Source: an optimization exercise on an open RTL-to-GDS flow (aim: small area, a short achievable clock period and few clock cycles per item). Production flows keep margins and buffers that such runs may drop. Where RTL was checked, it was by simulation tests only, not by an equivalence proof against the original. No functional check of the RTL was part of runs 2 to 5. Power figures rest on the tool's default switching activity, not on a simulated workload.

==> flow/flow/run.sh <==
#!/bin/bash
# Standard ORFS layout (the standard.sh) with three changes:
#  - synthesis is the standard flow's own script, except that the final ABC mapping uses
#    flow/abc_delay.script (delay-targeted mapping) instead of ORFS's speed script;
#  - the port buffers are plain buf_2 cells;
#  - repair may swap cells across footprints.
set -euo pipefail
work=$(pwd)
export MY_ABC_SCRIPT=$work/flow/abc_delay.script
export FLOW_SYNTH_TCL=$work/synth_recipe.tcl
bash standard.sh "SYNTH_SCRIPT=$work/flow/synth.tcl" \
  "BUFFER_PORTS_ARGS=-buffer_cell sky130_fd_sc_hd__buf_2" MATCH_CELL_FOOTPRINT=0 \
  finish > standard.log 2>&1
==> flow/flow/abc_delay.script <==
strash
dch
map -D 1500
topo
buffer -c
upsize -c -D 1500
dnsize -c -D 1500
==> flow/flow/synth.tcl <==
# The standard flow's synthesis script, with the final ABC call pointed at our own ABC script.
proc abc {args} {
  set i [lsearch -exact $args -script]
  if {$i >= 0} { lset args [expr {$i + 1}] $::env(MY_ABC_SCRIPT) }
  yosys abc {*}$args
}
source $::env(FLOW_SYNTH_TCL)
==> flow/standard.sh <==
#!/bin/bash
# synth_recipe.tcl (not shown) runs the flow's synth.tcl, then flattens the netlist and writes it again
# the make line also repeats each setting of config.mk as NAME=value (left out here)
make -C /OpenROAD-flow-scripts/flow DESIGN_CONFIG=/design/flow/config.mk WORK_HOME=/design/flow/orfs CLKGATE_MAP_FILE= SYNTH_SCRIPT=/design/flow/synth_recipe.tcl "${@:-finish}"
==> flow/config.mk <==
export PLATFORM = sky130hd
export DESIGN_NAME = rank_order
export DESIGN_NICKNAME = rank_order
export VERILOG_FILES = /design/flow/design.v
export SDC_FILE = /design/flow/constraint.sdc
export NUM_CORES = 4
export LEC_CHECK = 0
export CAP_MARGIN = 20
export CORE_MARGIN = 2
export CORE_UTILIZATION = 40
export CTS_BUF_LIST = sky130_fd_sc_hd__clkbuf_4 sky130_fd_sc_hd__clkbuf_8
export SETUP_SLACK_MARGIN = 2.5
export SLEW_MARGIN = 20
==> flow/constraint.sdc <==
create_clock -name core_clock -period 5.0 [get_ports {iClk}]
set_input_delay 1.0000 -clock core_clock [delete_from_list [all_inputs] [get_ports {iClk}]]
set_output_delay 1.0000 -clock core_clock [all_outputs]
set_load 0.01 [all_outputs]
==> flow/design.v <==
module comparison (
	input       iClk,
	input [7:0] iNum1,
	input [7:0] iNum2,
	output reg [7:0] oNum_Smaller,
	output reg [7:0] oNum_Greater
);
	always @(posedge iClk) begin
		if (iNum1 <= iNum2) begin
			oNum_Smaller <= iNum1;
			oNum_Greater <= iNum2;
		end else begin
			oNum_Smaller <= iNum2;
			oNum_Greater <= iNum1;
		end
	end
endmodule
module rank_order(
	input iClk,
	input iRst_n,
	input iValid,
	output oReady,
	input [3:0] iOrder,
	input [7:0] iNum1, iNum2, iNum3,
	input [7:0] iNum4, iNum5, iNum6,
	input [7:0] iNum7, iNum8, iNum9,
	output reg [7:0] oValue,
	output reg oValid
);
	assign oReady = 1'b1;
	wire [71:0] x = {iNum9, iNum8, iNum7, iNum6, iNum5, iNum4, iNum3, iNum2, iNum1};
	function ge8(input [7:0] a, input [7:0] b);
		reg cy; integer q;
		begin
			cy = 1'b1;
			for (q = 0; q < 8; q = q + 1) cy = (a[q] & ~b[q]) | (a[q] & cy) | (~b[q] & cy);
			ge8 = cy;
		end
	endfunction
	function [1:0] fa(input a, input b, input c);
		fa = {(a & b) | (a & c) | (b & c), a ^ b ^ c};
	endfunction
	wire [80:0] ge;
	genvar gi, gj;
	generate
		for (gi = 0; gi < 9; gi = gi + 1) begin : cmp
			for (gj = 0; gj < gi; gj = gj + 1) begin : col
				assign ge[9*gi+gj] = ge8(x[8*gi +: 8], x[8*gj +: 8]);
			end
		end
	endgenerate
	function cbit(input [80:0] g, input integer i, input integer j);
		cbit = (j < i) ? g[9*i+j] : ~g[9*j+i];
	endfunction
	reg [3:0] cs_q [0:8];
	reg [8:0] ring_q;    
	generate
		for (gi = 0; gi < 9; gi = gi + 1) begin : row
			localparam integer A = (gi + 2) % 9, B = (gi + 3) % 9, C = (gi + 4) % 9;
			localparam integer D = (gi + 5) % 9, E = (gi + 6) % 9, F = (gi + 7) % 9;
			wire [1:0] f0 = fa(cbit(ge, gi, A), cbit(ge, gi, B), cbit(ge, gi, C));
			wire [1:0] f1 = fa(cbit(ge, gi, D), cbit(ge, gi, E), cbit(ge, gi, F));
			always @(posedge iClk) cs_q[gi] <= {f1, f0};
			localparam integer N = (gi + 1) % 9;
			if (N < gi) begin : rl
				always @(posedge iClk) ring_q[gi] <= ge[9*gi+N];
			end else begin : rh
				always @(posedge iClk) ring_q[gi] <= ge[9*N+gi];
			end
		end
	endgenerate
	reg [71:0] x_q;
	reg [3:0] ord_q;
	reg vld_q;
	always @(posedge iClk) begin
		if (!iRst_n) vld_q <= 1'b0;
		else vld_q <= iValid;
		x_q <= x;
		ord_q <= iOrder;
	end
	wire [3:0] km1 = ord_q - 4'd1;
	wire [3:0] km2 = ord_q - 4'd2;
	wire [8:0] sel;
	wire [71:0] pick;
	generate
		for (gi = 0; gi < 9; gi = gi + 1) begin : rank
			wire [3:0] v = cs_q[gi];
			localparam integer P = (gi + 8) % 9, N = (gi + 1) % 9;
			wire rp = (P < gi) ? ring_q[P] : ~ring_q[P];    
			wire rn = (N < gi) ? ring_q[gi] : ~ring_q[gi];  
			wire [1:0] f2 = fa(v[0], v[2], rp);
			wire [1:0] f3 = fa(v[1], v[3], f2[1]);
			wire [3:0] p = {1'b0, f3[1], f3[0], f2[0]};
			assign sel[gi] = rn ? (p == km2) : (p == km1);
			assign pick[8*gi +: 8] = {8{sel[gi]}} & x_q[8*gi +: 8];
		end
	endgenerate
	wire [7:0] res = pick[7:0] | pick[15:8] | pick[23:16] | pick[31:24] | pick[39:32]
	               | pick[47:40] | pick[55:48] | pick[63:56] | pick[71:64];
	always @(posedge iClk) begin
		if (!iRst_n) oValid <= 1'b0;
		else oValid <= vld_q;
		oValue <= res;
	end
endmodule
==> impl_metrics.json, run 1 <==
{
  "status": "finished clean",
  "worst_r2r_startpoint": "ring_q[3]$_DFF_P_",
  "die_height_um": 143,
  "syn_nets": 1064,
  "finClkSkew_ns": 0.0144,
  "peakVddDrop_mv": 0.179,
  "totalNegativeSetupSlack_ns": 0,
  "whs_endpoint": "oValid$_SDFF_PN0_",
  "whs_path_depth": 2,
  "die-width_um": 143,
  "cp-start-kind": "input port",
  "fraction_of_final_layout_cells_sized_beyond_drive_strength_1": 0.282,
  "worst_ep_arrival_time_ns": 2.90,
  "final_cell_count_without_fillers": 1315,
  "number_of_synthesized_flops_with_an_enable_pin": 0,
  "detail_route.wl_per_cell_um": 22.6,
  "cp-end-kind": "register",
  "clock_tree_from_tritoncts": "done",
  "power-per-cell-area_nw_per_um2": 400,
  "clock_sinks": 131,
  "worst_hold_startpoint": "vld_q$_SDFF_PN0_",
  "drc": 0,
  "final_min_period_over_clock_period": 0.510,
  "die_area_um2": 20500,
  "ctsHoldBuffers": 0,
  "ant_nets": 0,
  "ios": 89,
  "vias_per_cell": 6.23,
  "drv_cap": 0,
  "clk_root_buffer_cell": "sky130_fd_sc_hd__clkbuf_8",
  "area_growth_syn_to_layout_pct": 24.5,
  "track_usage": 0.285,
  "routed_wl_um": 29700,
  "cts_inserted_buffers": 17,
  "cts_h_tree_depth": 4,
  "setup.reg_to_reg.worst_slack_ns": 2.47,
  "n_antenna_cell": 0,
  "rr_worst_depth": 9,
  "detailedRoute.firstPassIterationCount": 8,
  "crit_path_max_fanout": 8,
  "grt_setup_unrepaired": "yes",
  "power.leakage_nw": 3.99,
  "floorplan.rows": 50,
  "r2r_end": "oValue[5]$_DFF_P_",
  "syn_avg_cell_area_um2": 8.18,
  "fp.coreArea_um2": 18900,
  "globalRoute.totalOverflow": 0,
  "synth_top_flop_cell": "sky130_fd_sc_hd__dfxtp_1",
  "grt_start_max_net_pins": 17,
  "slew_violations": 0,
  "setup.worst_path.class": "input port to register",
  "first_global_vias": 7564,
  "initial_utilization": 0.411,
  "setup_violations": 0,
  "mapped_cell_area_um2": 7760,
  "finish.net_count": 1158,
  "cp_data_required_time_ns": 5.35,
  "clock_transition_at_the_registers_of_the_reported_paths_ns": 0.08,
  "asyncSetResetFlopFracSynth": 0,
  "wire_length_of_the_first_global_routing_pass_um": 43800,
  "ys_seq_elements": 131,
  "fmax_ghz": 0.393,
  "antenna_found_initial": 0,
  "hold_viol_final": 0,
  "synth_seq_area_share": 0.338,
  "yosys.cell_types.count": 43,
  "worst_hold_path_type": "register to register",
  "synth_cells": 948,
  "routed-via-count": 8190,
  "count_of_yosys_warnings_during_synthesis": 2,
  "gp_congestion": 0.960,
  "dpl.hpwl_um": 21700,
  "port_buffers": 87,
  "finalWorstPathRequiredPeriod_ns": 2.55,
  "clock_path_buffers": 2,
  "place_inst": 1237,
  "drt_iter0_drc": 1125,
  "insertion_delay_ns": 0.45
}
==> Yosys cell counts, drive strengths merged (2+ instances only) <==
master,n,area (um^2)
ha,9,113
dfxtp,131,2620
inv,139,522
a21oi,62,322
nand2,52,195
xnor2,23,201
nand4,8,50.1
buf,13,68.8
o21ai,64,320
o2111ai,2,17.5
a22o,2,17.5
or2,2,12.5
xor2,12,120
a211oi,2,15.0
o211ai,2,20.0
clkbuf,45,170
o221ai,42,368
nor2,21,81.3
o2111a,2,22.5
a22oi,104,781
o21bai,2,15.0
fa,28,561
nand3,5,25.0
o22ai,143,895
clkinv,18,68.8
a221oi,10,87.6
==> area by class of cell <==
class                   instances  area (um^2)
repair buffers                128          808
clock buffers                  19          262
repair inverters                5         27.5
multi-input cells             602         4730
inverters                     157          654
clock inverters                13          205
flip-flops and latches        131         2650
fillers                      1843         9230
well taps                     260          325
==> timing repair <==
action | CTS | global route
setup endpoints to repair | 31 | 33
buffers inserted | 19 | 22
resized for setup | 50 | 96
pin swaps | 7 | 28
gates cloned | 1 | 4
==> report_power, final <==
group / switching [mW] / total (mW) / internal (mW) / leakage [nW]
Combinational: 0.893 / 1.53 / 0.641 / 2.66
Sequential: 0.0824 / 1.28 / 1.20 / 1.11
Clock: 0.427 / 1.05 / 0.619 / 0.228
Total: 1.40 / 3.87 / 2.46 / 3.99
==> per-stage QoR <==
stage | area (um^2) | util | total power [mW] | hold slack (ns) | worst slack [ns]
final | 9660 | 0.511 | 3.87 | 0.406 | 2.45
after global routing | 9660 | 0.511 | 4.07 | 0.430 | 2.39
after CTS | 9130 | 0.483 | 3.71 | 0.409 | 2.43
after detailed placement | 8320 | 0.441 | 2.57 | 0.395 | 1.80
after global placement | 8320 | 0.441 | 2.56 | 0.397 | 1.84
after floorplan | 7860 | - | 2.18 | 0.388 | 2.46
==> cell families (layout without fill, tap and decap cells) <==
| family | after synthesis | after routing | share of synthesized area |
|---|---|---|---|
| compound gates | 439 | 439 | 0.376 |
| xor+xnor | 35 | 35 | 0.0414 |
| fa+ha+maj | 37 | 37 | 0.0868 |
| buf+inv | 215 | 322 | 0.107 |
| flops | 131 | 131 | 0.338 |
| other cells | 1 | 1 | 0.000483 |
| simple gates | 90 | 90 | 0.0506 |
==> cell usage in the layout (no fill, tap or decap), types with 6 or more instances in the layout <==
| master | count |
|---|---|
| sky130_fd_sc_hd__nor2_1 | 19 |
| sky130_fd_sc_hd__a22oi_1 | 96 |
| sky130_fd_sc_hd__buf_6 | 6 |
| sky130_fd_sc_hd__a22oi_2 | 8 |
| sky130_fd_sc_hd__buf_2 | 75 |
| sky130_fd_sc_hd__buf_4 | 35 |
| sky130_fd_sc_hd__a221oi_2 | 8 |
| sky130_fd_sc_hd__o22ai_2 | 21 |
| sky130_fd_sc_hd__clkbuf_4 | 11 |
| sky130_fd_sc_hd__ha_1 | 6 |
| sky130_fd_sc_hd__clkbuf_8 | 19 |
| sky130_fd_sc_hd__o21ai_0 | 46 |
| sky130_fd_sc_hd__inv_2 | 20 |
| sky130_fd_sc_hd__dfxtp_1 | 120 |
| sky130_fd_sc_hd__clkinv_1 | 9 |
| sky130_fd_sc_hd__fa_1 | 22 |
| sky130_fd_sc_hd__o221ai_1 | 38 |
| sky130_fd_sc_hd__xnor2_1 | 23 |
| sky130_fd_sc_hd__nand2_1 | 51 |
| sky130_fd_sc_hd__xor2_1 | 10 |
| sky130_fd_sc_hd__dfxtp_2 | 6 |
| sky130_fd_sc_hd__fa_2 | 6 |
| sky130_fd_sc_hd__a21oi_2 | 11 |
| sky130_fd_sc_hd__a21oi_1 | 50 |
| sky130_fd_sc_hd__o21ai_1 | 12 |
| sky130_fd_sc_hd__o22ai_1 | 121 |
| sky130_fd_sc_hd__nand4_1 | 8 |
| sky130_fd_sc_hd__clkinvlp_4 | 19 |
| sky130_fd_sc_hd__inv_1 | 109 |
==> per-layer routing <==
metal | track usage | wire length (um) | vias up | share of wire
met5 | 0 | 0 | - | 0
met4 | 0.0882 | 865 | 0 | 0.029
met3 | 0.0771 | 3330 | 91 | 0.11
met2 | 0.429 | 12900 | 536 | 0.43
met1 | 0.397 | 12600 | 3865 | 0.42
li1 | - | - | 3698 | -
==> how the worst max path moves through the flow <==
stage | startpoint | end | slack [ns] | cells after the start
floorplan | iNum4[1] | cs_q[1][0]$_DFF_P_ | 2.46 | 9
global placement | iNum2[1] | cs_q[1][0]$_DFF_P_ | 1.84 | 10
CTS | ring_q[1]$_DFF_P_ | oValue[5]$_DFF_P_ | 2.43 | 10
finish | iNum6[3] | cs_q[8][2]$_DFF_P_ | 2.45 | 9
detailed placement | iNum2[1] | cs_q[1][0]$_DFF_P_ | 1.80 | 10
global route | ord_q[1]$_DFF_P_ | oValue[5]$_DFF_P_ | 2.39 | 12
==> registers in the layout, indices dropped and copies added, names as in the netlist <==
name / count
cs_q: 36
oValid: 1
oValue: 8
ord_q: 4
ring_q: 9
vld_q: 1
x_q: 72
==> critical path, stage by stage <==
cell	delay [ns]
sky130_fd_sc_hd__buf_2	0.25
sky130_fd_sc_hd__clkinvlp_4	0.27
sky130_fd_sc_hd__buf_4	0.19
sky130_fd_sc_hd__a22oi_1	0.14
sky130_fd_sc_hd__a21oi_1	0.10
sky130_fd_sc_hd__a221oi_2	0.24
sky130_fd_sc_hd__o22ai_2	0.16
sky130_fd_sc_hd__ha_1	0.31
sky130_fd_sc_hd__xnor2_1	0.23
Testbench counts, summed over its fixed seeds: cycles 9,616, items 9,600.
==> inputs of run 2 (changes only) <==
--- a/flow/design.v
+++ b/flow/design.v
@@ -39,2 +39,10 @@
 	endfunction
+	function gt8(input [7:0] a, input [7:0] b);
+		reg cy; integer q;
+		begin
+			cy = 1'b0;
+			for (q = 0; q < 8; q = q + 1) cy = (a[q] & ~b[q]) | (a[q] & cy) | (~b[q] & cy);
+			gt8 = cy;
+		end
+	endfunction
 	function [1:0] fa(input a, input b, input c);
@@ -47,3 +55,7 @@
 			for (gj = 0; gj < gi; gj = gj + 1) begin : col
-				assign ge[9*gi+gj] = ge8(x[8*gi +: 8], x[8*gj +: 8]);
+				if ((gi + gj) % 2 == 1) begin : fwd
+					assign ge[9*gi+gj] = ge8(x[8*gi +: 8], x[8*gj +: 8]);
+				end else begin : rev
+					assign ge[9*gi+gj] = ~gt8(x[8*gj +: 8], x[8*gi +: 8]);
+				end
 			end
--- a/flow/config.mk
+++ b/flow/config.mk
@@ -11,3 +11,3 @@
 export CTS_BUF_LIST = sky130_fd_sc_hd__clkbuf_4 sky130_fd_sc_hd__clkbuf_8
-export SETUP_SLACK_MARGIN = 2.5
+export SETUP_SLACK_MARGIN = 2.6
 export SLEW_MARGIN = 20
==> run 2 against run 1 <==
Sequential share of layout area fell by 0.90 points. Non-clock buffer count up 13. Worst hold slack better by 0.0041 ns. Core utilization rose by 2.0 points. Wire length decreased by 2.1%. Via count fell by 1.2%.
==> impl_metrics.json, run 2 <==
{
  "cp-end-kind": "register",
  "count_leader_synth": "sky130_fd_sc_hd__o22ai_1",
  "final_cell_count_without_fillers": 1301,
  "fraction_of_final_layout_cells_sized_beyond_drive_strength_1": 0.335,
  "power.leakage_nw": 4.07,
  "netlist_top_cells_area": "sky130_fd_sc_hd__dfxtp_1 34%, sky130_fd_sc_hd__o22ai_1 11%, sky130_fd_sc_hd__a22oi_1 9.8%",
  "place_inst": 1214,
  "synth_common_cells": "138 x sky130_fd_sc_hd__o22ai_1, 134 x sky130_fd_sc_hd__inv_1, 131 x sky130_fd_sc_hd__dfxtp_1, 101 x sky130_fd_sc_hd__a22oi_1, 59 x sky130_fd_sc_hd__a21oi_1",
  "worst_r2r_startpoint": "ring_q[4]$_DFF_P_",
  "power-per-cell-area_nw_per_um2": 386,
  "final_common_cell": "sky130_fd_sc_hd__dfxtp_1",
  "first_global_vias": 7620,
  "detailedPlace.worstSlack_ns": 1.85,
  "cts_inserted_buffers": 17,
  "maxSlewHeadroom": 0.635,
  "number_of_synthesized_flops_with_an_enable_pin": 0,
  "regMostFlops": "x_q",
  "r2r_end": "oValue[0]$_DFF_P_",
  "ant_nets": 0,
  "yosys.cell_types.count": 44,
  "worst_ep_arrival_time_ns": 2.81,
  "drc": 0,
  "routed-via-count": 8092,
  "fmax_ghz": 0.412,
  "synth.largest_area_cell": "sky130_fd_sc_hd__dfxtp_1",
  "gp_congestion": 0.937,
  "nFillCells": 1775,
  "routed_wl_um": 29100,
  "cts_h_tree_depth": 4,
  "synth_cells": 929,
  "detail_route.wl_per_cell_um": 22.4,
  "crit_path_max_fanout": 8,
  "synth_top_cell_area_share": 0.338,
  "setup_violations": 0,
  "synth_seq_area_share": 0.338,
  "status": "finished clean",
  "die_height_um": 143,
  "vias_per_cell": 6.22,
  "die_area_um2": 20500,
  "ys_seq_elements": 131,
  "ios": 89,
  "worst_slack_ns": 2.57,
  "die-width_um": 143,
  "largest_register_ffs": 72,
  "synth_top_flop_cell": "sky130_fd_sc_hd__dfxtp_1",
  "critical-path-slowest-cell": "sky130_fd_sc_hd__fa_1",
  "antenna_found_initial": 1,
  "commonest_cells_after_routing_fill_and_taps_aside": "118 x sky130_fd_sc_hd__dfxtp_1, 113 x sky130_fd_sc_hd__o22ai_1, 100 x sky130_fd_sc_hd__inv_1",
  "syn_nets": 1046,
  "timing.critical_path.cells": "fa_2 -> inv_2 -> fa_1 -> nand2_1 -> o21ai_0 -> a21oi_1 -> o221ai_2 -> a21oi_4 -> buf_12 -> a32oi_1 -> o21a_1 -> nand4_1",
  "timing.critical_path.from": "ring_q[4]$_DFF_P_",
  "drv_cap": 0,
  "setup.worst_path.class": "register to register",
  "cp-start-kind": "register",
  "worstSetupEndpoint": "oValue[0]$_DFF_P_",
  "mapped_cell_area_um2": 7760,
  "drt_iter0_drc": 901,
  "port_buffers": 87,
  "dpl.hpwl_um": 21200,
  "detailedRoute.firstPassIterationCount": 6,
  "insertion_delay_ns": 0.45,
  "grt_start_max_net_pins": 17,
  "rr_worst_depth": 12,
  "initial_utilization": 0.411,
  "slew_violations": 0,
  "clock_path_buffers": 2,
  "globalRoute.totalOverflow": 0,
  "final_min_period_over_clock_period": 0.485,
  "hold_viol_final": 0,
  "fp.coreArea_um2": 18900,
  "finClkSkew_ns": 0.00922,
  "ctsHoldBuffers": 0,
  "finish.net_count": 1145,
  "wire_length_of_the_first_global_routing_pass_um": 43300,
  "grt_setup_unrepaired": "yes",
  "clock_sinks": 131,
  "totalNegativeSetupSlack_ns": 0,
  "worst_hold_path_type": "register to register",
  "worstMarginPinSlew_ns": 0.546,
  "critical-path-max-stage-delay_ns": 0.44,
  "placed_cell_area_um2": 8470,
  "post-route-cell-area_um2": 10000,
  "setup.reg_to_reg.worst_slack_ns": 2.57,
  "finalWorstPathRequiredPeriod_ns": 2.43,
  "area_growth_syn_to_layout_pct": 29.3,
  "floorplan.rows": 50,
  "clock_transition_at_the_registers_of_the_reported_paths_ns": 0.08,
  "syn_avg_cell_area_um2": 8.36,
  "clk_root_buffer_cell": "sky130_fd_sc_hd__clkbuf_8",
  "biggestRegsByFlops": "x_q x72, cs_q x36, ring_q x9",
  "asyncSetResetFlopFracSynth": 0,
  "cp_data_required_time_ns": 5.39,
  "peakVddDrop_mv": 0.158,
  "track_usage": 0.282,
  "fin_hold_ws_ns": 0.410,
  "clock_tree_from_tritoncts": "done",
  "count_of_yosys_warnings_during_synthesis": 2
}
run 2: cell types whose count changed in the layout (fill, tap and decap cells not counted), sizes merged, moves of 4 or more:
cell,previous run,this run
clkbuf,30,36
o21ai,64,54
clkinv,14,7
nand4,8,2
nand2,52,44
xor2,12,18
a221oi,10,14
o22ai,143,138
o2111ai,2,7
a32oi,0,7
xnor2,23,11
buf,117,124
run 2: what timing repair did:
item	4_1_cts	5_1_grt
gates resized for setup	98	95
endpoints found under the setup margin	30	33
pin swaps	33	39
buffers inserted	33	21
gates cloned	1	0
run 2: stage by stage:
stage	util	power, mW
after floorplan	-	2.24
after global placement	0.448	2.61
after detailed placement	0.448	2.63
after CTS	0.506	3.76
after global routing	0.531	4.07
final	0.531	3.87
run 2: layout make-up:
type,instances,area (um^2),share of cell area
multi-input combinational,585,4950,0.493
sequential,131,2660,0.265
timing repair buffer,141,1020,0.102
inverter,151,676,0.0673
tap,260,325,0.0324
clock buffer,19,262,0.0261
clock inverter,12,133,0.0132
timing repair inverter,1,5.00,0.000499
antenna,1,2.50,0.000249
run 2: power breakdown:
part	switching [mW]	leakage (nW)	total, mW	internal (mW)
clock	0.421	0.182	0.886	0.466
sequential	0.0752	1.11	1.28	1.20
combinational	0.959	2.78	1.71	0.747
run 2: how the worst min path moves through the flow:
stage                     startpoint                 to  slack (ns)  cells after the start
CTS                 vld_q$_SDFF_PN0_  oValid$_SDFF_PN0_        0.41                      2
global route        vld_q$_SDFF_PN0_  oValid$_SDFF_PN0_        0.44                      2
global placement    vld_q$_SDFF_PN0_  oValid$_SDFF_PN0_        0.40                      2
detailed placement  vld_q$_SDFF_PN0_  oValid$_SDFF_PN0_        0.40                      2
floorplan           vld_q$_SDFF_PN0_  oValid$_SDFF_PN0_        0.39                      2
finish              vld_q$_SDFF_PN0_  oValid$_SDFF_PN0_        0.41                      2
run 2: kinds of logic (layout without fill, tap and decap cells):
kind of cell               Yosys count  after routing  synth area share
adders and majority gates           38             38            0.0902
DFF                                131            131             0.338
AOI/OAI and AO/OA                  439            439             0.386
buffers and inverters              213            324             0.107
other                                1              2          0.000483
xor gates and xnor gates            29             29            0.0337
and+or+nand+nor                     78             78            0.0448
run 2: critical path: cells and delay by family, from the launching register on:
kind	cells	cell delay, ns
fa+ha+maj	2	0.83
simple gates	2	0.17
compound gates	6	0.79
flops	1	0.37
buf+inv	2	0.20
run 2: metal layers:
metal / track usage / part of all wire / routed length (um) / vias to the layer above
met4: 0.0955 / 0.024 / 709 / 0
met2: 0.425 / 0.44 / 12800 / 475
li1: - / - / - / 3667
met1: 0.391 / 0.43 / 12500 / 3878
met3: 0.0773 / 0.11 / 3060 / 72
met5: 0.00251 / 0 / 0 / -
==> inputs of run 3 (changes only) <==
--- a/flow/config.mk
+++ b/flow/config.mk
@@ -11,3 +11,3 @@
 export CTS_BUF_LIST = sky130_fd_sc_hd__clkbuf_4 sky130_fd_sc_hd__clkbuf_8
-export SETUP_SLACK_MARGIN = 2.6
+export SETUP_SLACK_MARGIN = 2.4
 export SLEW_MARGIN = 20
==> run 3 against run 2 <==
Maximum frequency shrank 6.4%. Sequential share of layout area grew 1.5 points. Synthesized cell count is the same. Critical path depth shrank 2. First-iteration DRC count grew 25%. Worst setup slack lost 0.17 ns. Sequential cell count is the same. Clock power grew 7.6%. Total power shrank 2.5%. Largest cell class unchanged. Sequential power is essentially flat.
==> impl_metrics.json, run 3 <==
{
  "final_min_period_over_clock_period": 0.519,
  "synth_top_cell_area_share": 0.338,
  "final_util": 0.499,
  "number_of_synthesized_flops_with_an_enable_pin": 0,
  "synth_seq_area_share": 0.338,
  "floorplan.rows": 50,
  "rr_worst_depth": 9,
  "globalRoute.totalOverflow": 0,
  "crit_path_max_fanout": 12,
  "peakVddDrop_mv": 0.147,
  "detailedRoute.firstPassIterationCount": 6,
  "clock_transition_at_the_registers_of_the_reported_paths_ns": 0.07,
  "finalWorstPathRequiredPeriod_ns": 2.59,
  "regMostFlops": "x_q",
  "asyncSetResetFlopFracSynth": 0,
  "regArea_um2": 2640,
  "finClkSkew_ns": 0.00782,
  "worstSetupEndpoint": "cs_q[8][0]$_DFF_P_",
  "routed-via-count": 7983,
  "power.net_switching_mw": 1.40,
  "syn_nets": 1046,
  "totalNegativeSetupSlack_ns": 0,
  "worst_hold_path_type": "register to register",
  "ant_nets": 0,
  "cts_inserted_buffers": 17,
  "timing.critical_path.from": "iNum9[2]",
  "clock_path_buffers": 2,
  "multiInputGateArea_um2": 4600,
  "detail_route.wl_per_cell_um": 22.9,
  "routed-wl-met3_um": 3020,
  "commonest_cells_after_routing_fill_and_taps_aside": "124 x sky130_fd_sc_hd__o22ai_1, 122 x sky130_fd_sc_hd__inv_1, 122 x sky130_fd_sc_hd__dfxtp_1",
  "synth_top_flop_cell": "sky130_fd_sc_hd__dfxtp_1",
  "fraction_of_final_layout_cells_sized_beyond_drive_strength_1": 0.236,
  "cp_data_required_time_ns": 5.34,
  "status": "finished clean",
  "gp_congestion": 0.949,
  "fmax_ghz": 0.386,
  "slew_violations": 0,
  "post-route-cell-area_um2": 9430,
  "count_leader_synth": "sky130_fd_sc_hd__o22ai_1",
  "routed_wl_um": 29400,
  "setup.reg_to_reg.worst_slack_ns": 2.44,
  "placed_cell_area_um2": 8270,
  "clk_root_buffer_cell": "sky130_fd_sc_hd__clkbuf_8",
  "nFillCells": 1843,
  "area_growth_syn_to_layout_pct": 21.5,
  "dpl.hpwl_um": 21700,
  "power_frac_clock": 0.252,
  "worstMarginPinSlew_ns": 0.571,
  "wire_length_of_the_first_global_routing_pass_um": 43200,
  "synth.largest_area_cell": "sky130_fd_sc_hd__dfxtp_1",
  "initial_utilization": 0.411,
  "netSwitchingFraction": 0.371,
  "first_global_vias": 7338,
  "ys_seq_elements": 131,
  "grt_setup_unrepaired": "yes",
  "cp-end-kind": "register",
  "die_area_um2": 20500,
  "finish.net_count": 1127,
  "clock_tree_from_tritoncts": "done",
  "synth_cells": 929,
  "biggestRegsByFlops": "x_q x72, cs_q x36, ring_q x9",
  "largest_register_ffs": 72,
  "drt_iter0_drc": 1127,
  "antenna_found_initial": 2,
  "vias_per_cell": 6.22,
  "count_of_yosys_warnings_during_synthesis": 2,
  "setup_violations": 0,
  "die-width_um": 143,
  "grt_start_max_net_pins": 17,
  "ios": 89,
  "comb_power_share": 0.408,
  "drv_cap": 0,
  "power-per-cell-area_nw_per_um2": 400,
  "track_usage": 0.282,
  "die_height_um": 143,
  "syn_avg_cell_area_um2": 8.36,
  "fp.coreArea_um2": 18900,
  "drt-met1-wl_um": 12900,
  "yosys.cell_types.count": 44,
  "insertion_delay_ns": 0.44,
  "power.share.sequential": 0.340,
  "drc": 0,
  "clock_sinks": 131,
  "netlist_top_cells_area": "sky130_fd_sc_hd__dfxtp_1 34%, sky130_fd_sc_hd__o22ai_1 11%, sky130_fd_sc_hd__a22oi_1 9.8%",
  "cell_internal_pwr_mw": 2.37,
  "worst_ep_arrival_time_ns": 2.93,
  "cts_h_tree_depth": 4,
  "r2r_end": "oValue[5]$_DFF_P_",
  "mapped_cell_area_um2": 7760,
  "power.leakage_nw": 3.90,
  "worst_slack_ns": 2.41,
  "maxUsedRoutingLayer": "met4",
  "maxSlewHeadroom": 0.617,
  "hold_viol_final": 0,
  "detailedPlace.worstSlack_ns": 1.80,
  "worst_r2r_startpoint": "ring_q[8]$_DFF_P_",
  "cp-start-kind": "input port",
  "final_common_cell": "sky130_fd_sc_hd__o22ai_1",
  "wl_met2_um": 12900,
  "synth_common_cells": "138 x sky130_fd_sc_hd__o22ai_1, 134 x sky130_fd_sc_hd__inv_1, 131 x sky130_fd_sc_hd__dfxtp_1, 101 x sky130_fd_sc_hd__a22oi_1, 59 x sky130_fd_sc_hd__a21oi_1",
  "port_buffers": 87,
  "setup.worst_path.class": "input port to register"
}
-- run 3: cell counts after synthesis --
No cell type changed its count.
-- run 3: kinds of logic after synthesis --
group                      Yosys count  synth area share
AOI/OAI and AO/OA                  439             0.386
xor gates and xnor gates            29            0.0337
adders and majority gates           38            0.0902
buffers and inverters              213             0.107
DFF                                131             0.338
other                                1          0.000483
and+or+nand+nor                     78            0.0448
-- run 3: cell type report --
type / count / share of cell area
tap: 260 / 0.0345
antenna: 1 / 0.000265
multi-input combinational: 585 / 0.487
timing repair buffer: 121 / 0.0845
timing repair inverter: 3 / 0.00159
inverter: 151 / 0.0660
clock inverter: 12 / 0.0164
clock buffer: 20 / 0.0292
sequential: 131 / 0.280
-- run 3: per-layer routing --
| metal | GRT usage | vias up |
|---|---|---|
| li1 | - | 3628 |
| met1 | 0.408 | 3814 |
| met2 | 0.418 | 476 |
| met3 | 0.0603 | 65 |
| met4 | 0.0934 | 0 |
| met5 | 0 | - |
-- run 3: metrics by stage --
step	std cells	hold slack, ns	total power, mW
after global placement	1214	0.400	2.59
after detailed placement	1214	0.402	2.60
after global routing	1284	0.435	3.98
after CTS	1257	0.415	3.68
final	1284	0.410	3.77
after floorplan	929	0.388	2.20
-- run 3: power groups by stage --
stage | clock network [mW] | logic [mW] | registers (mW)
CTS | 0.969 | 1.43 | 1.28
finish | 0.953 | 1.54 | 1.28
floorplan | 0 | 0.910 | 1.29
global route | 1.01 | 1.67 | 1.30
detailed placement | 0 | 1.30 | 1.31
global placement | 0 | 1.29 | 1.30
-- run 3: critical path, cell delays in order --
cell                         delay [ns]
sky130_fd_sc_hd__buf_2             0.21
sky130_fd_sc_hd__clkinvlp_4        0.25
sky130_fd_sc_hd__o221ai_1          0.25
sky130_fd_sc_hd__o221ai_1          0.18
sky130_fd_sc_hd__o221ai_1          0.12
sky130_fd_sc_hd__a21oi_1           0.11
sky130_fd_sc_hd__o22ai_1           0.15
sky130_fd_sc_hd__inv_1             0.11
sky130_fd_sc_hd__fa_1              0.51
sky130_fd_sc_hd__inv_1             0.04
-- run 3: timing repair --
action / CTS / global route
pin swaps: 6 / 10
gates cloned: 0 / 3
resized for setup: 27 / 69
buffers inserted: 11 / 23
endpoints found under the setup margin: 19 / 31
hold buffers: 0 / 0
-- run 3: worst min path at each step --
stage	from	end	slack, ns	cells past startpoint
after floorplan	vld_q$_SDFF_PN0_	oValid$_SDFF_PN0_	0.39	2
after global placement	vld_q$_SDFF_PN0_	oValid$_SDFF_PN0_	0.40	2
after detailed placement	vld_q$_SDFF_PN0_	oValid$_SDFF_PN0_	0.40	2
after CTS	vld_q$_SDFF_PN0_	oValid$_SDFF_PN0_	0.42	2
after global routing	vld_q$_SDFF_PN0_	oValid$_SDFF_PN0_	0.43	2
final	vld_q$_SDFF_PN0_	oValid$_SDFF_PN0_	0.41	2
==> inputs of run 4 (changes only) <==
--- a/flow/design.v
+++ b/flow/design.v
@@ -39,10 +39,2 @@
 	endfunction
-	function gt8(input [7:0] a, input [7:0] b);
-		reg cy; integer q;
-		begin
-			cy = 1'b0;
-			for (q = 0; q < 8; q = q + 1) cy = (a[q] & ~b[q]) | (a[q] & cy) | (~b[q] & cy);
-			gt8 = cy;
-		end
-	endfunction
 	function [1:0] fa(input a, input b, input c);
@@ -55,7 +47,3 @@
 			for (gj = 0; gj < gi; gj = gj + 1) begin : col
-				if ((gi + gj) % 2 == 1) begin : fwd
-					assign ge[9*gi+gj] = ge8(x[8*gi +: 8], x[8*gj +: 8]);
-				end else begin : rev
-					assign ge[9*gi+gj] = ~gt8(x[8*gj +: 8], x[8*gi +: 8]);
-				end
+				assign ge[9*gi+gj] = ge8(x[8*gi +: 8], x[8*gj +: 8]);
 			end
@@ -84,3 +72,4 @@
 	reg [71:0] x_q;
-	reg [3:0] ord_q;
+	reg [2:0] k1_q, k2_q;
+	reg k1_ok, k2_ok;
 	reg vld_q;
@@ -90,6 +79,7 @@
 		x_q <= x;
-		ord_q <= iOrder;
+		k1_q <= iOrder - 4'd1;
+		k2_q <= iOrder - 4'd2;
+		k1_ok <= (iOrder >= 4'd1) && (iOrder <= 4'd8);
+		k2_ok <= (iOrder >= 4'd2) && (iOrder <= 4'd9);
 	end
-	wire [3:0] km1 = ord_q - 4'd1;
-	wire [3:0] km2 = ord_q - 4'd2;
 	wire [8:0] sel;
@@ -104,4 +94,4 @@
 			wire [1:0] f3 = fa(v[1], v[3], f2[1]);
-			wire [3:0] p = {1'b0, f3[1], f3[0], f2[0]};
-			assign sel[gi] = rn ? (p == km2) : (p == km1);
+			wire [2:0] p = {f3[1], f3[0], f2[0]};
+			assign sel[gi] = rn ? (k2_ok && p == k2_q) : (k1_ok && p == k1_q);
 			assign pick[8*gi +: 8] = {8{sel[gi]}} & x_q[8*gi +: 8];
==> run 4 against run 3 <==
Sequential share of layout area is 1.2 points higher. Clock power up 2.4%. Largest power group unchanged. Total power increased by 0.24%. Critical path type unchanged. Largest cell class unchanged. Highest routed layer is now met5.
==> impl_metrics.json, run 4 <==
{
  "peakVddDrop_mv": 0.172,
  "die-width_um": 144,
  "syn_avg_cell_area_um2": 8.21,
  "floorplan.rows": 51,
  "synth_top_cell_area_share": 0.345,
  "fmax_ghz": 0.384,
  "biggestRegsByFlops": "x_q x72, cs_q x36, ring_q x9",
  "detailedRoute.firstPassIterationCount": 5,
  "synth.largest_area_cell": "sky130_fd_sc_hd__dfxtp_1",
  "cts_inserted_buffers": 17,
  "die_height_um": 144,
  "count_leader_synth": "sky130_fd_sc_hd__o22ai_1",
  "final_min_period_over_clock_period": 0.521,
  "drt_iter0_drc": 1043,
  "port_buffers": 87,
  "area_growth_syn_to_layout_pct": 18.6,
  "finalWorstPathRequiredPeriod_ns": 2.60,
  "regMostFlops": "x_q",
  "die_area_um2": 20700,
  "largest_register_ffs": 72,
  "number_of_synthesized_flops_with_an_enable_pin": 0,
  "setup_violations": 0,
  "globalRoute.totalOverflow": 0,
  "power-per-cell-area_nw_per_um2": 408,
  "track_usage": 0.281,
  "cts_h_tree_depth": 4,
  "nFillCells": 1889,
  "worst_slack_ns": 2.40,
  "critical-path-max-stage-delay_ns": 0.50,
  "synth_cells": 953,
  "clock_tree_from_tritoncts": "done",
  "drv_cap": 0,
  "maxSlewHeadroom": 0.528,
  "wire_length_of_the_first_global_routing_pass_um": 43400,
  "synth_common_cells": "158 x sky130_fd_sc_hd__o22ai_1, 152 x sky130_fd_sc_hd__inv_1, 135 x sky130_fd_sc_hd__dfxtp_1, 99 x sky130_fd_sc_hd__a22oi_1, 59 x sky130_fd_sc_hd__o21ai_0",
  "asyncSetResetFlopFracSynth": 0,
  "critical-path-top-cell-by-count": "sky130_fd_sc_hd__inv_1",
  "critical-path-slowest-cell": "sky130_fd_sc_hd__fa_1",
  "clock_sinks": 135,
  "fp.coreArea_um2": 19300,
  "status": "finished clean",
  "finish.net_count": 1124,
  "fraction_of_final_layout_cells_sized_beyond_drive_strength_1": 0.212,
  "ant_nets": 0,
  "initial_utilization": 0.405,
  "detailedPlace.worstSlack_ns": 1.82,
  "worst_hold_path_type": "register to register",
  "detail_route.wl_per_cell_um": 22.7,
  "crit_path_max_fanout": 10,
  "slew_violations": 0,
  "synth_seq_area_share": 0.345,
  "timing.critical_path.cells": "buf_2 -> inv_1 -> a22oi_1 -> o21ai_0 -> a21oi_1 -> a221oi_2 -> o22ai_1 -> fa_1 -> inv_1",
  "clock_path_buffers": 2,
  "gp_congestion": 0.958,
  "ctsHoldBuffers": 0,
  "cp-start-kind": "input port",
  "insertion_delay_ns": 0.46,
  "antenna_found_initial": 2,
  "dpl.hpwl_um": 21500,
  "mapped_cell_area_um2": 7830,
  "cp_data_required_time_ns": 5.40,
  "ios": 89,
  "grt_setup_unrepaired": "yes",
  "final_common_cell": "sky130_fd_sc_hd__o22ai_1",
  "power.leakage_nw": 3.87,
  "worst_ep_arrival_time_ns": 3.00,
  "finClkSkew_ns": 0.0135,
  "grt_start_max_net_pins": 17,
  "routed_wl_um": 29200,
  "n_antenna_cell": 0,
  "hold_viol_final": 0,
  "netlist_top_cells_area": "sky130_fd_sc_hd__dfxtp_1 35%, sky130_fd_sc_hd__o22ai_1 13%, sky130_fd_sc_hd__a22oi_1 9.5%",
  "syn_nets": 1069,
  "ys_seq_elements": 135,
  "clock_transition_at_the_registers_of_the_reported_paths_ns": 0.08,
  "first_global_vias": 7532,
  "routed-via-count": 8196,
  "totalNegativeSetupSlack_ns": 0,
  "vias_per_cell": 6.37,
  "drc": 0,
  "worstMarginPinSlew_ns": 0.701,
  "commonest_cells_after_routing_fill_and_taps_aside": "136 x sky130_fd_sc_hd__o22ai_1, 135 x sky130_fd_sc_hd__inv_1, 132 x sky130_fd_sc_hd__dfxtp_1",
  "count_of_yosys_warnings_during_synthesis": 2,
  "yosys.cell_types.count": 34,
  "setup.worst_path.class": "input port to register",
  "cp-end-kind": "register",
  "clk_root_buffer_cell": "sky130_fd_sc_hd__clkbuf_8",
  "synth_top_flop_cell": "sky130_fd_sc_hd__dfxtp_1"
}
## run 4: changes by cell type after synthesis, sizes merged, moves of 8 or more
cell,previous run,this run
nand2,44,28
inv,137,153
xor2,18,10
o22ai,138,158
a2111oi,2,12
xnor2,11,19
## run 4: worst paths after layout
check,start,end,slack [ns],cells past startpoint
max,iNum9[3],cs_q[4][0]$_DFF_P_,2.40,9
min,vld_q$_SDFF_PN0_,oValid$_SDFF_PN0_,0.41,2
max reg2reg,ring_q[5]$_DFF_P_,oValue[7]$_DFF_P_,2.45,9
min reg2reg,vld_q$_SDFF_PN0_,oValid$_SDFF_PN0_,0.41,2
## run 4: report_power, final
group	switching [mW]	internal (mW)	leakage (nW)
clock network	0.437	0.539	0.212
registers	0.0909	1.24	1.14
logic	0.889	0.591	2.52
total	1.42	2.37	3.87
## run 4: layer usage
layer | GRT usage | vias to the layer above | wire (um)
met5 | 0 | - | 36
met4 | 0.0831 | 4 | 862
met3 | 0.0623 | 92 | 3120
met2 | 0.426 | 535 | 12600
met1 | 0.399 | 3898 | 12600
li1 | - | 3667 | -
## run 4: critical path, delay by kind of cell
family | cells | cell delay (ns)
AO/OA/AOI/OAI | 5 | 0.93
buffers and inverters | 3 | 0.57
adder cells (fa/ha/maj) | 1 | 0.50
## run 4: stage by stage
| stage | std cells | hold slack (ns) | instance area, um^2 | power [mW] | util |
|---|---|---|---|---|---|
| after floorplan | 953 | 0.388 | 7840 | 2.21 | - |
| after global placement | 1246 | 0.400 | 8370 | 2.61 | 0.433 |
| after detailed placement | 1246 | 0.407 | 8370 | 2.62 | 0.433 |
| after CTS | 1278 | 0.415 | 8830 | 3.61 | 0.457 |
| after global routing | 1286 | 0.428 | 9280 | 3.98 | 0.480 |
| final | 1286 | 0.410 | 9280 | 3.78 | 0.480 |
## run 4: logic make-up (layout without fill, tap and decap cells)
logic type | count (synthesis) | in the layout | synth area share
AO/OA/AOI/OAI | 450 | 450 | 0.381
multiplexers | 5 | 5 | 0.00640
flip-flops | 135 | 135 | 0.345
AND/OR/NAND/NOR | 64 | 64 | 0.0344
adder cells (fa/ha/maj) | 37 | 37 | 0.0860
buffers and inverters | 232 | 300 | 0.114
other | 1 | 1 | 0.000479
XOR/XNOR | 29 | 29 | 0.0325
## run 4: final cells by class
| cell class | instances | area, um^2 | area share |
|---|---|---|---|
| well taps | 265 | 332 | 0.0357 |
| multi-input cells | 586 | 4570 | 0.492 |
| inverters | 170 | 683 | 0.0736 |
| clock inverters | 11 | 145 | 0.0156 |
| flip-flops and latches | 135 | 2710 | 0.292 |
| repair inverters | 2 | 10.0 | 0.00108 |
| repair buffers | 96 | 553 | 0.0596 |
| clock buffers | 21 | 283 | 0.0305 |
## run 4: what timing repair did
| action | in CTS | in global routing |
|---|---|---|
| setup buffers | 0 | 6 |
| setup endpoints to repair | 13 | 32 |
| gates cloned | 0 | 2 |
| resized for setup | 16 | 101 |
| pin swaps | 1 | 23 |
==> inputs of run 5 (changes only) <==
--- a/flow/config.mk
+++ b/flow/config.mk
@@ -11,3 +11,3 @@
 export CTS_BUF_LIST = sky130_fd_sc_hd__clkbuf_4 sky130_fd_sc_hd__clkbuf_8
-export SETUP_SLACK_MARGIN = 2.4
+export SETUP_SLACK_MARGIN = 2.6
 export SLEW_MARGIN = 20
==> run 5 against run 4 <==
Sequential share of layout area shrank 2.4 points. Clock skew is 0.0029 ns lower. Core utilization is 4.4 points higher. Via count grew 1.3%. Sequential power barely moved. Clock power up 8%. Maximum frequency rose by 4.2%. Count of clock-buffer cells in the layout up 2. Largest cell class unchanged.
==> impl_metrics.json, run 5 <==
{
  "nFillCells": 1812,
  "vias_per_cell": 6.28,
  "ios": 89,
  "n_antenna_cell": 0,
  "fp.coreArea_um2": 19300,
  "final_common_cell": "sky130_fd_sc_hd__dfxtp_1",
  "syn_avg_cell_area_um2": 8.21,
  "yosys.cell_types.count": 34,
  "count_leader_synth": "sky130_fd_sc_hd__o22ai_1",
  "synth_seq_area_share": 0.345,
  "count_of_yosys_warnings_during_synthesis": 2,
  "status": "finished clean",
  "cts_inserted_buffers": 17,
  "dpl.hpwl_um": 21500,
  "cts_h_tree_depth": 4,
  "clk_root_buffer_cell": "sky130_fd_sc_hd__clkbuf_8",
  "fin_hold_ws_ns": 0.413,
  "synth_cells": 953,
  "clock_transition_at_the_registers_of_the_reported_paths_ns": 0.08,
  "first_global_vias": 7562,
  "floorplan.rows": 51,
  "globalRoute.totalOverflow": 0,
  "synth.largest_area_cell": "sky130_fd_sc_hd__dfxtp_1",
  "fraction_of_final_layout_cells_sized_beyond_drive_strength_1": 0.326,
  "hold_viol_final": 0,
  "final_min_period_over_clock_period": 0.500,
  "clock_path_buffers": 2,
  "routed_wl_um": 29800,
  "fmax_ghz": 0.400,
  "critical-path-top-cell-by-count": "sky130_fd_sc_hd__fa_2",
  "wire_length_of_the_first_global_routing_pass_um": 43600,
  "antenna_found_initial": 0,
  "finalWorstPathRequiredPeriod_ns": 2.50,
  "timing.critical_path.cells": "fa_2 -> inv_2 -> fa_2 -> o21ai_1 -> a2111oi_2 -> mux2i_2 -> buf_6 -> o22ai_2 -> a221oi_2 -> nand4_1",
  "area_growth_syn_to_layout_pct": 29.6,
  "die-width_um": 144,
  "whs_path_depth": 2,
  "power.leakage_nw": 4.17,
  "maxSlewHeadroom": 0.545,
  "totalNegativeSetupSlack_ns": 0,
  "die_height_um": 144,
  "clock_sinks": 135,
  "setup.worst_path.class": "register to register",
  "setup_violations": 0,
  "grt_setup_unrepaired": "yes",
  "critical-path-max-stage-delay_ns": 0.45,
  "syn_nets": 1069,
  "ant_nets": 0,
  "power-per-cell-area_nw_per_um2": 398,
  "drc": 0,
  "crit_path_max_fanout": 8,
  "finClkSkew_ns": 0.0107,
  "worst_ep_arrival_time_ns": 2.82,
  "cp_data_required_time_ns": 5.32,
  "initial_utilization": 0.405,
  "grt_start_max_net_pins": 17,
  "netlist_top_cells_area": "sky130_fd_sc_hd__dfxtp_1 35%, sky130_fd_sc_hd__o22ai_1 13%, sky130_fd_sc_hd__a22oi_1 9.5%",
  "finish.net_count": 1160,
  "asyncSetResetFlopFracSynth": 0,
  "routed-via-count": 8304,
  "clock_tree_from_tritoncts": "done",
  "drv_cap": 0,
  "critical-path-slowest-cell": "sky130_fd_sc_hd__fa_2",
  "synth_top_cell_area_share": 0.345,
  "port_buffers": 87,
  "cp-end-kind": "register",
  "peakVddDrop_mv": 0.171,
  "worstMarginPinSlew_ns": 0.682,
  "synth_common_cells": "158 x sky130_fd_sc_hd__o22ai_1, 152 x sky130_fd_sc_hd__inv_1, 135 x sky130_fd_sc_hd__dfxtp_1, 99 x sky130_fd_sc_hd__a22oi_1, 59 x sky130_fd_sc_hd__o21ai_0",
  "mapped_cell_area_um2": 7830,
  "synth_top_flop_cell": "sky130_fd_sc_hd__dfxtp_1",
  "largest_register_ffs": 72,
  "die_area_um2": 20700,
  "gp_congestion": 0.956,
  "regMostFlops": "x_q",
  "biggestRegsByFlops": "x_q x72, cs_q x36, ring_q x9",
  "commonest_cells_after_routing_fill_and_taps_aside": "128 x sky130_fd_sc_hd__dfxtp_1, 122 x sky130_fd_sc_hd__o22ai_1, 120 x sky130_fd_sc_hd__inv_1",
  "rr_worst_depth": 10,
  "ys_seq_elements": 135,
  "worst_hold_path_type": "register to register",
  "drt_iter0_drc": 1095,
  "detailedRoute.firstPassIterationCount": 6,
  "track_usage": 0.281,
  "cp-start-kind": "register",
  "number_of_synthesized_flops_with_an_enable_pin": 0,
  "detail_route.wl_per_cell_um": 22.5,
  "slew_violations": 0,
  "insertion_delay_ns": 0.45
}
[run 5: final timing paths]
kind                startpoint           endpoint  slack [ns]
max reg2reg  ring_q[2]$_DFF_P_  oValue[4]$_DFF_P_        2.50
min reg2reg   vld_q$_SDFF_PN0_  oValid$_SDFF_PN0_        0.41
max          ring_q[2]$_DFF_P_  oValue[4]$_DFF_P_        2.50
min           vld_q$_SDFF_PN0_  oValid$_SDFF_PN0_        0.41
[run 5: through the flow]
| step | std cells | setup WS, ns | area [um^2] | utilization | power [mW] |
|---|---|---|---|---|---|
| finish | 1322 | 2.50 | 10100 | 0.524 | 4.04 |
| detailed placement | 1244 | 1.82 | 8460 | 0.438 | 2.61 |
| global route | 1322 | 2.42 | 10100 | 0.524 | 4.26 |
| floorplan | 953 | 2.46 | 8050 | - | 2.23 |
| global placement | 1244 | 1.78 | 8460 | 0.438 | 2.59 |
| CTS | 1293 | 2.57 | 9520 | 0.492 | 3.86 |
[run 5: power by group]
| group | switching [mW] | internal, mW |
|---|---|---|
| clock | 0.428 | 0.620 |
| combinational | 0.953 | 0.709 |
| sequential | 0.0915 | 1.24 |
[run 5: final cells by class]
type,instances,area (um^2),area share
Timing Repair Buffer,132,927,0.0914
Clock buffer,23,310,0.0306
Inverter,170,697,0.0687
Multi-Input combinational cell,586,4980,0.491
Clock inverter,9,161,0.0159
Sequential cell,135,2720,0.268
Timing Repair inverter,2,12.5,0.00123
Tap cell,265,332,0.0327
[run 5: worst max-delay path: cells and delay by family, from the launching register on]
| kind | cells | cell delay [ns] |
|---|---|---|
| AOI/OAI and AO/OA | 4 | 0.61 |
| adders and majority gates | 2 | 0.82 |
| buffers and inverters | 2 | 0.28 |
| DFF | 1 | 0.34 |
| muxes | 1 | 0.20 |
| and+or+nand+nor | 1 | 0.10 |
[run 5: logic make-up after synthesis]
kind of cell | after synthesis | synth area share
compound gates | 450 | 0.381
xor+xnor | 29 | 0.0325
fa+ha+maj | 37 | 0.0860
buf+inv | 232 | 0.114
flops | 135 | 0.345
mux | 5 | 0.00640
other cells | 1 | 0.000479
simple gates | 64 | 0.0344
[run 5: timing repair]
item                                    4_1_cts  5_1_grt
setup buffers                                17       27
endpoints found under the setup margin       36       35
gates resized for setup                     131      103
gates cloned                                  0        2
pin swaps                                    38       47
hold buffers                                  0        0
[run 5: layer usage]
layer / global-route usage / share of wire / routed length (um) / up-vias
li1: - / - / - / 3749
met1: 0.403 / 0.43 / 12900 / 4029
met2: 0.427 / 0.44 / 13200 / 467
met3: 0.0603 / 0.10 / 3060 / 59
met4: 0.0733 / 0.020 / 601 / 0
met5: 0 / 0 / 0 / -

[port drivers added, routing unchanged]
No port has a modelled driver above. Below, the same layouts with a new extraction and two added sets of constraints. Step 1 (the two cells are an assumption about what drives the block):
set clk [get_ports {iClk}]
set_driving_cell -lib_cell sky130_fd_sc_hd__clkbuf_16 $clk
set_driving_cell -lib_cell sky130_fd_sc_hd__buf_2 [delete_from_list [all_inputs] $clk]
Step 2 adds t to the input delays and takes it off the output delays; t is the mean of the earliest and latest rising clock arrival at the registers after step 1. Input paths then give back, and output paths get back, about the clock's delay inside the block. a / b / c = ideal / step 1 / step 2; a / b = the first two.
run | shift t [ns] | setup slack, ns | worst setup path at the end | latest minus earliest clock arrival (ns) | slew at the worst register clock pin (ns)
run 1 | 0.481 | 2.452 / 2.461 / 1.979 | input to register | 0.017 / 0.017 | 0.09 / 0.09
run 2 | 0.484 | 2.574 / 2.574 / 2.135 | input to register | 0.013 / 0.013 | 0.08 / 0.08
run 3 | 0.475 | 2.407 / 2.422 / 1.947 | input to register | 0.008 / 0.008 | 0.08 / 0.08
run 4 | 0.496 | 2.397 / 2.416 / 1.920 | input to register | 0.016 / 0.016 | 0.08 / 0.08
run 5 | 0.480 | 2.501 / 2.501 / 2.119 | input to register | 0.011 / 0.011 | 0.08 / 0.08
After both steps every run listed still meets setup and hold. For run 4, which loses most, drivers alone change the setup slack by +0.019 ns; drivers and shift together by -0.477 ns.
